Source: an optimization exercise on an open RTL-to-GDS flow (aim: small area, a short achievable clock period and few clock cycles per item). Production flows keep margins and buffers that such runs may drop. At most, simulation tests tie the RTL to the original design; equivalence was not proved.

// circ
module circ(clk,rst,buttonRight,buttonCenter,buttonLeft,inputMultiplier,inputMultiplicand,segments,anode_active,doneFlag);
==> flow/config.mk <==
export PLATFORM = sky130hd
export DESIGN_NAME = circ
export DESIGN_NICKNAME = circ
export VERILOG_FILES = /design/flow/design.v
export SDC_FILE = /design/flow/constraint.sdc
export NUM_CORES = 4
export LEC_CHECK = 0
export ABC_AREA = 1
export CAP_MARGIN = 20
export CORE_MARGIN = 2
export CORE_UTILIZATION = 70
export SLEW_MARGIN = 20
==> flow/constraint.sdc <==
create_clock -name core_clock -period 14.0 [get_ports {clk}]
set_input_delay 2.8000 -clock core_clock [delete_from_list [all_inputs] [get_ports {clk}]]
set_output_delay 2.8000 -clock core_clock [all_outputs]
set_load 0.01 [all_outputs]
standard.sh (not shown) runs the stock make flow with config.mk's settings and CLKGATE_MAP_FILE= SYNTH_SCRIPT=/design/flow/synth_recipe.tcl, a recipe that flattens the netlist after the stock synthesis.
==> flow/flow/run.sh <==
#!/bin/bash
# Standard layout, with timing repair asked to leave extra setup slack.
set -euo pipefail
export SETUP_SLACK_MARGIN=10
bash standard.sh > standard_flow.log 2>&1
The starting point did not get past 4_1_cts (DPL-0038).
Edit:
==> flow/run.sh (new file) <==
#!/bin/bash
# synth_recipe.tcl (not shown) runs the flow's synth.tcl, then flattens the netlist and writes it again
# the make line also repeats each setting of config.mk as NAME=value (left out here)
make -C /OpenROAD-flow-scripts/flow DESIGN_CONFIG=/design/flow/config.mk WORK_HOME=/design/flow/orfs CLKGATE_MAP_FILE= SYNTH_SCRIPT=/design/flow/synth_recipe.tcl finish
--- a/flow/config.mk
+++ b/flow/config.mk
@@ -10,3 +10,4 @@
 export CORE_MARGIN = 2
 export CORE_UTILIZATION = 70
+export SETUP_SLACK_MARGIN = 5
 export SLEW_MARGIN = 20
removed: flow/flow/run.sh
removed: flow/standard.sh
With this change the flow completed without violations.
Synthesized area does not change.
Synthesized cell count does not change.
Edit:
==> flow/flow/run.sh (new file) <==
#!/bin/bash
# Standard layout, with stronger port buffers.
set -euo pipefail
export BUFFER_PORTS_ARGS="-buffer_cell sky130_fd_sc_hd__buf_2"
bash standard.sh > standard_flow.log 2>&1
==> flow/standard.sh (new file) <==
#!/bin/bash
# synth_recipe.tcl (not shown) runs the flow's synth.tcl, then flattens the netlist and writes it again
# the make line also repeats each setting of config.mk as NAME=value (left out here)
make -C /OpenROAD-flow-scripts/flow DESIGN_CONFIG=/design/flow/config.mk WORK_HOME=/design/flow/orfs CLKGATE_MAP_FILE= SYNTH_SCRIPT=/design/flow/synth_recipe.tcl "${@:-finish}"
--- a/flow/config.mk
+++ b/flow/config.mk
@@ -10,4 +10,3 @@
 export CORE_MARGIN = 2
 export CORE_UTILIZATION = 70
-export SETUP_SLACK_MARGIN = 5
 export SLEW_MARGIN = 20
removed: flow/run.sh
The changed run produced a clean layout.
Global-route usage shrinks by 1.5 points.
Via count shrinks by about 0.8%.
Worst setup slack improved by 0.53 ns.
Worst hold slack got worse by 0.0034 ns.
Area after synthesis does not change.
Register-to-register slack got worse by 0.02 ns.
Maximum frequency grows by about 7%.
No functional check of the RTL was part of any run of this note.

---

== middle ==
circ, a different RTL version from the one above (not shown whole).
Size in the first run: roughly 860 cells after synthesis, about 4800 µm² of cells after synthesis.
clock: 14.0 ns
lec_check: 0
abc_area: 1
cap_margin: 20
core_margin: 2
core_utilization: 70
slew_margin: 20
==> flow/flow/run.sh <==
#!/bin/bash
# Standard layout with three changes: stronger port buffers, full adders left
# to ABC instead of fixed adder cells, and an ABC mapping script with a real
# delay target (the ORFS area script has none).
set -euo pipefail
cp -r "$FLOW_HOME/scripts" scripts_abc
cat > scripts_abc/abc_area.script <<'EOS'
strash
dc2
dch
map -D 4000
topo
stime -c
buffer -c
upsize -c -D 4000
dnsize -c -D 4000
EOS
export SCRIPTS_DIR="$PWD/scripts_abc"
export ADDER_MAP_FILE=
export SETUP_SLACK_MARGIN=7
export BUFFER_PORTS_ARGS="-buffer_cell sky130_fd_sc_hd__buf_2"
bash standard.sh > standard_flow.log 2>&1
What ended middle was a tool error in 5_1_grt; the run never finished.
The following lists how north was set up differently from middle:
--- a/flow/flow/run.sh
+++ b/flow/flow/run.sh
@@ -18,5 +18,5 @@
 export SCRIPTS_DIR="$PWD/scripts_abc"
 export ADDER_MAP_FILE=
-export SETUP_SLACK_MARGIN=7
+export SETUP_SLACK_MARGIN=6.5
 export BUFFER_PORTS_ARGS="-buffer_cell sky130_fd_sc_hd__buf_2"
 bash standard.sh > standard_flow.log 2>&1
==> comparison <==
Status: north FAILED at 5_1_grt (tool error). Delta (north minus middle): fraction of the mapped netlist area in compound gates level; post-cts resize count moved down. north vs. middle: post-synthesis instance total essentially unchanged, post-synth design cell area flat.
No run of this note included a check of the RTL's function; only the layout flow was run.

---

== red ==
circ, a different RTL version from the one above (not shown whole).
Size: about 21 flip-flops, roughly 0.0048 mm2 of cells after synthesis.
clock: 14.0 ns
lec_check: 0
abc_area: 1
cap_margin: 20
core_margin: 2
core_utilization: 85
slew_margin: 20
==> flow/flow/run.sh <==
#!/bin/bash
# Standard layout with three changes: stronger port buffers, full adders left
# to ABC instead of fixed adder cells, and an ABC mapping script with a real
# delay target (the ORFS area script has none).
set -euo pipefail
cp -r "$FLOW_HOME/scripts" scripts_abc
cat > scripts_abc/abc_area.script <<'EOS'
strash
dc2
dch
map -D 4000
topo
stime -c
buffer -c
upsize -c -D 4000
dnsize -c -D 4000
EOS
export SCRIPTS_DIR="$PWD/scripts_abc"
export ADDER_MAP_FILE=
export BUFFER_PORTS_ARGS="-buffer_cell sky130_fd_sc_hd__buf_2"
bash standard.sh > standard_flow.log 2>&1
red did not finish; a tool error ended it in 3_1_place_gp_skip_io.
Inputs modified between red and blue:
Settings: a change of CORE_UTILIZATION from 85 to 70.
Findings:
- blue completed; timing, DRC and antenna clean
- For red, the flow was terminated by a tool error in 3_1_place_gp_skip_io and produced no final design.
- Going from red to blue, average size of a mapped cell essentially unchanged, share of flip-flops with an asynchronous set or reset shows no meaningful change, initial standard-cell utilization of the core went down 16 points.
- From blue to red, net count after synthesis did not move at all.
- Row count (red / blue): 0.900
- Comparing red against blue, there is no change at all in area after synthesis.
- In blue, the floorplan die height came out about 10% above the value in red.
Function was not checked in any run of this note: the RTL went through the layout flow alone.

---

Another version of the RTL of circ (not shown whole).
Size in the first run: roughly 22 flip-flops, ~33 I/O pins, roughly 4200 sq um of cells after synthesis.
Design circ, start of the top module:
module circ(clk,rst,buttonRight,buttonCenter,buttonLeft,inputMultiplier,inputMultiplicand,segments,anode_active,doneFlag);
==> flow/config.mk <==
export PLATFORM = sky130hd
export DESIGN_NAME = circ
export DESIGN_NICKNAME = circ
export VERILOG_FILES = /design/flow/design.v
export SDC_FILE = /design/flow/constraint.sdc
export NUM_CORES = 4
export LEC_CHECK = 0
export ABC_AREA = 1
export CAP_MARGIN = 20
export CORE_MARGIN = 2
export CORE_UTILIZATION = 70
export SLEW_MARGIN = 20
==> flow/constraint.sdc <==
create_clock -name core_clock -period 14.0 [get_ports {clk}]
set_input_delay 2.8000 -clock core_clock [delete_from_list [all_inputs] [get_ports {clk}]]
set_output_delay 2.8000 -clock core_clock [all_outputs]
set_load 0.01 [all_outputs]
==> flow/flow/run.sh <==
#!/bin/bash
# Standard layout with three changes: stronger port buffers, full adders left
# to ABC instead of fixed adder cells, and an ABC mapping script with a real
# delay target (the ORFS area script has none); the post-CTS timing repair
# aims for extra setup slack.
set -euo pipefail
cp -r "$FLOW_HOME/scripts" scripts_abc
cat > scripts_abc/abc_area.script <<'EOS'
strash
dc2
dch
map -D 5000
topo
stime -c
buffer -c
upsize -c -D 5000
dnsize -c -D 5000
EOS
export SCRIPTS_DIR="$PWD/scripts_abc"
export ADDER_MAP_FILE=
export BUFFER_PORTS_ARGS="-buffer_cell sky130_fd_sc_hd__buf_2"
# timing repair after clock-tree synthesis aims for 6.4 ns of extra setup slack
SETUP_SLACK_MARGIN=6.4 bash standard.sh cts > standard_flow_to_cts.log 2>&1
bash standard.sh > standard_flow.log 2>&1
Testbench counts at the start, summed over its fixed seeds: cycles 8,000, items 8,000.
==> next run, changes <==
--- a/flow/flow/run.sh
+++ b/flow/flow/run.sh
@@ -11,3 +11,3 @@
 dch
-map -D 5000
+map -D 4000
 topo
@@ -15,4 +15,4 @@
 buffer -c
-upsize -c -D 5000
-dnsize -c -D 5000
+upsize -c -D 4000
+dnsize -c -D 4000
 EOS
@@ -21,4 +21,4 @@
 export BUFFER_PORTS_ARGS="-buffer_cell sky130_fd_sc_hd__buf_2"
-# timing repair after clock-tree synthesis aims for 6.4 ns of extra setup slack
-SETUP_SLACK_MARGIN=6.4 bash standard.sh cts > standard_flow_to_cts.log 2>&1
+# timing repair after clock-tree synthesis aims for 6.0 ns of extra setup slack
+SETUP_SLACK_MARGIN=6.0 bash standard.sh cts > standard_flow_to_cts.log 2>&1
 bash standard.sh > standard_flow.log 2>&1
Setup slack gets worse by 0.29 ns.
Worst hold slack gets worse by 0.012 ns.
Clock skew is about the same.
Area after synthesis climbs by 1.6%.
==> next run, changes <==
--- a/flow/flow/run.sh
+++ b/flow/flow/run.sh
@@ -11,3 +11,3 @@
 dch
-map -D 4000
+map -D 4500
 topo
@@ -15,4 +15,4 @@
 buffer -c
-upsize -c -D 4000
-dnsize -c -D 4000
+upsize -c -D 4500
+dnsize -c -D 4500
 EOS
@@ -21,4 +21,4 @@
 export BUFFER_PORTS_ARGS="-buffer_cell sky130_fd_sc_hd__buf_2"
-# timing repair after clock-tree synthesis aims for 6.0 ns of extra setup slack
-SETUP_SLACK_MARGIN=6.0 bash standard.sh cts > standard_flow_to_cts.log 2>&1
+# timing repair after clock-tree synthesis aims for 6.4 ns of extra setup slack
+SETUP_SLACK_MARGIN=6.4 bash standard.sh cts > standard_flow_to_cts.log 2>&1
 bash standard.sh > standard_flow.log 2>&1
The changed run finished clean.
Setup slack gets better by 0.27 ns.
Global-route usage rose by 0.23 points.
Clock skew barely changes.
==> next run, changes <==
==> flow/flow/run.sh (replaced) <==
#!/bin/bash
# Standard layout with three changes: stronger port buffers, full adders left
# to ABC instead of fixed adder cells, and an ABC mapping script with a real
# delay target (the ORFS area script has none).
set -euo pipefail
cp -r "$FLOW_HOME/scripts" scripts_abc
cat > scripts_abc/abc_area.script <<'EOS'
strash
dc2
if -g
strash
dc2
if -g
strash
dch
map -D 4000
topo
stime -c
buffer -c
upsize -c -D 4000
dnsize -c -D 4000
EOS
export SCRIPTS_DIR="$PWD/scripts_abc"
export ADDER_MAP_FILE=
export BUFFER_PORTS_ARGS="-buffer_cell sky130_fd_sc_hd__buf_2"
bash standard.sh > standard_flow.log 2>&1
=> Core utilization goes up by 0.11 points. Worst setup slack is worse by 0.25 ns. Sequential share of layout area goes down by 0.10 points. Routed wire length goes up by 6.3%. Die area goes up by 1.2%. Cell count goes up by 2.5%. Final area goes up by 0.75%. Global-route usage goes up by 0.69 points. Clock skew is about the same.
==> next run, changes <==
--- a/flow/flow/run.sh
+++ b/flow/flow/run.sh
@@ -9,7 +9,6 @@
 dc2
-if -g
+dch
+map -D 4000
 strash
 dc2
-if -g
-strash
 dch
What happened: Flip-flop and latch count stays the same. Critical path depth is lower by 4. Final cell count is lower by 3.7%. Fmax came out higher by 2.6%. Design area is about the same. Synthesized cell count decreases by 3.9%. Routed wire length drops by 7.5%. First-iteration DRC count drops by 38%.

---

v2:
Starting RTL as in the previous note.
==> flow/config.mk <==
export PLATFORM = sky130hd
export DESIGN_NAME = circ
export DESIGN_NICKNAME = circ
export VERILOG_FILES = /design/flow/design.v
export SDC_FILE = /design/flow/constraint.sdc
export NUM_CORES = 4
export LEC_CHECK = 0
export ABC_AREA = 1
export CAP_MARGIN = 20
export CORE_MARGIN = 2
export CORE_UTILIZATION = 70
export SLEW_MARGIN = 20
==> flow/constraint.sdc <==
create_clock -name core_clock -period 14.0 [get_ports {clk}]
set_input_delay 2.8000 -clock core_clock [delete_from_list [all_inputs] [get_ports {clk}]]
set_output_delay 2.8000 -clock core_clock [all_outputs]
set_load 0.01 [all_outputs]
==> flow/flow/run.sh <==
#!/bin/bash
# Standard layout with three changes: stronger port buffers, full adders left
# to ABC instead of fixed adder cells, and an ABC mapping script with a real
# delay target (the ORFS area script has none); the post-CTS timing repair
# aims for extra setup slack.
set -euo pipefail
cp -r "$FLOW_HOME/scripts" scripts_abc
cat > scripts_abc/abc_area.script <<'EOS'
strash
dc2
dch
map -D 4500
topo
stime -c
buffer -c
upsize -c -D 4500
dnsize -c -D 4500
EOS
export SCRIPTS_DIR="$PWD/scripts_abc"
export ADDER_MAP_FILE=
export BUFFER_PORTS_ARGS="-buffer_cell sky130_fd_sc_hd__buf_2"
# timing repair after clock-tree synthesis aims for 6.5 ns of extra setup slack
SETUP_SLACK_MARGIN=6.5 bash standard.sh cts > standard_flow_to_cts.log 2>&1
bash standard.sh > standard_flow.log 2>&1
Testbench counts of v2, summed over its fixed seeds: cycles 8,000, items 8,000.
--- input diff v2..v50 ---
--- a/flow/flow/run.sh
+++ b/flow/flow/run.sh
@@ -19,6 +19,6 @@
 export SCRIPTS_DIR="$PWD/scripts_abc"
 export ADDER_MAP_FILE=
-export BUFFER_PORTS_ARGS="-buffer_cell sky130_fd_sc_hd__buf_2"
-# timing repair after clock-tree synthesis aims for 6.5 ns of extra setup slack
-SETUP_SLACK_MARGIN=6.5 bash standard.sh cts > standard_flow_to_cts.log 2>&1
+export BUFFER_PORTS_ARGS="-buffer_cell sky130_fd_sc_hd__buf_1"
+# timing repair after clock-tree synthesis aims for 6.4 ns of extra setup slack
+SETUP_SLACK_MARGIN=6.4 bash standard.sh cts > standard_flow_to_cts.log 2>&1
 bash standard.sh > standard_flow.log 2>&1
## What came out
Between v50 and v2, the difference in proportion of cell area spent on the clock network is negligible.
Compared to v2, v50 has portion of the clock cycle consumed by the worst path in the final layout 1.4 points higher.
v50 vs v2: met2 layer usage reported by global route up
v2 → v50: worst setup slack now sits lower; fmax now sits lower; global-route wire length before repair now sits higher; worst setup slack after placement now sits lower; via density per instance now sits higher.
Edits applied to the flow inputs when going from v50 to v33:
--- a/flow/flow/run.sh
+++ b/flow/flow/run.sh
@@ -10,15 +10,15 @@
 dc2
 dch
-map -D 4500
+map -D 4000
 topo
 stime -c
 buffer -c
-upsize -c -D 4500
-dnsize -c -D 4500
+upsize -c -D 4000
+dnsize -c -D 4000
 EOS
 export SCRIPTS_DIR="$PWD/scripts_abc"
 export ADDER_MAP_FILE=
-export BUFFER_PORTS_ARGS="-buffer_cell sky130_fd_sc_hd__buf_1"
-# timing repair after clock-tree synthesis aims for 6.4 ns of extra setup slack
-SETUP_SLACK_MARGIN=6.4 bash standard.sh cts > standard_flow_to_cts.log 2>&1
+export BUFFER_PORTS_ARGS="-buffer_cell sky130_fd_sc_hd__buf_2"
+# timing repair after clock-tree synthesis aims for 7.2 ns of extra setup slack
+SETUP_SLACK_MARGIN=7.2 bash standard.sh cts > standard_flow_to_cts.log 2>&1
 bash standard.sh > standard_flow.log 2>&1
Results
Against v50 as the reference, v33 delivers a higher post-synthesis share of cell area spent on full adders, half adders and majority gates. Delta (v33 minus v50): number of gates given a new drive strength after cts went up about 800%; number of hold buffers added after cts held. As of v33, area after synthesis had risen slightly compared to v50. On portion of the post-synthesis area used by sequential elements, v33 and v50 are neck and neck. clock tree synthesis: v33 exited with error. Summary: with v50 as the reference, average instance area after synthesis in v33 moved up by a few percent.
Inputs modified between v33 and v27:
==> flow/flow/run.sh <==
#!/bin/bash
# Standard layout with three changes: stronger port buffers, full adders left
# to ABC instead of fixed adder cells, and an ABC mapping script with a real
# delay target (the ORFS area script has none).
set -euo pipefail
cp -r "$FLOW_HOME/scripts" scripts_abc
cat > scripts_abc/abc_area.script <<'EOS'
strash
dc2
dch
map -D 3500
topo
stime -c
buffer -c
upsize -c -D 3500
dnsize -c -D 3500
EOS
export SCRIPTS_DIR="$PWD/scripts_abc"
export ADDER_MAP_FILE=
export BUFFER_PORTS_ARGS="-buffer_cell sky130_fd_sc_hd__buf_2"
bash standard.sh > standard_flow.log 2>&1
Results
Diff v33 -> v27: xor/xnor cell area share of the yosys netlist level, effective utilization at floorplan moved up, final weighted congestion of routability-driven global placement moved down.
The remaining runs in v27 and v33 completed every stage, whereas v33 halted early.
v33 terminated abnormally: clock tree synthesis reported DPL-0038.
Looking at v27 and v33, the number of placed instances, taps included is a wash.

port drivers added, routing unchanged:
The results above use ideal ports. As a check the final layouts listed here were re-extracted and re-timed, cells and wires unchanged.
Step 1 assumes that a clkbuf_16 drives the clock port and a buf_2 every other input.
Step 2 adds t to the input delays and takes it off the output delays; t is the mean of the earliest and latest rising clock arrival at the registers after step 1. Input paths then give back, and output paths get back, about the clock's delay inside the block.
Slacks: ideal ports / drivers / drivers and shift; pairs: ideal ports / drivers.
| run | t, ns | slack for setup (ns) | worst data-port slew with drivers (ns) |
|---|---|---|---|
| the second run of note 1 | 0.292 | 5.558 / 5.567 / 5.274 | 0.03 |
| the third run of note 1 | 0.290 | 6.091 / 6.062 / 6.080 | 0.03 |
| blue | 0.287 | 5.569 / 5.538 / 5.825 | 0.04 |
| the first run of note 4 | 0.296 | 6.273 / 6.245 / 6.014 | 0.05 |
| the second run of note 4 | 0.295 | 5.983 / 5.954 / 6.191 | 0.04 |
| the third run of note 4 | 0.285 | 6.257 / 6.231 / 6.106 | 0.04 |
| the fourth run of note 4 | 0.290 | 6.004 / 5.976 / 6.267 | 0.04 |
| the fifth run of note 4 | 0.294 | 6.204 / 6.176 / 6.470 | 0.03 |
| v2 | 0.285 | 6.386 / 6.360 / 6.165 | 0.04 |
| v50 | 0.295 | 6.185 / 6.156 / 6.024 | 0.04 |
| v27 | 0.287 | 6.141 / 6.114 / 6.402 | 0.06 |
After both steps every run listed still meets setup and hold. The setup slack of the second run of note 1, which loses most, moves by +0.009 ns with the drivers and by -0.284 ns with both steps.
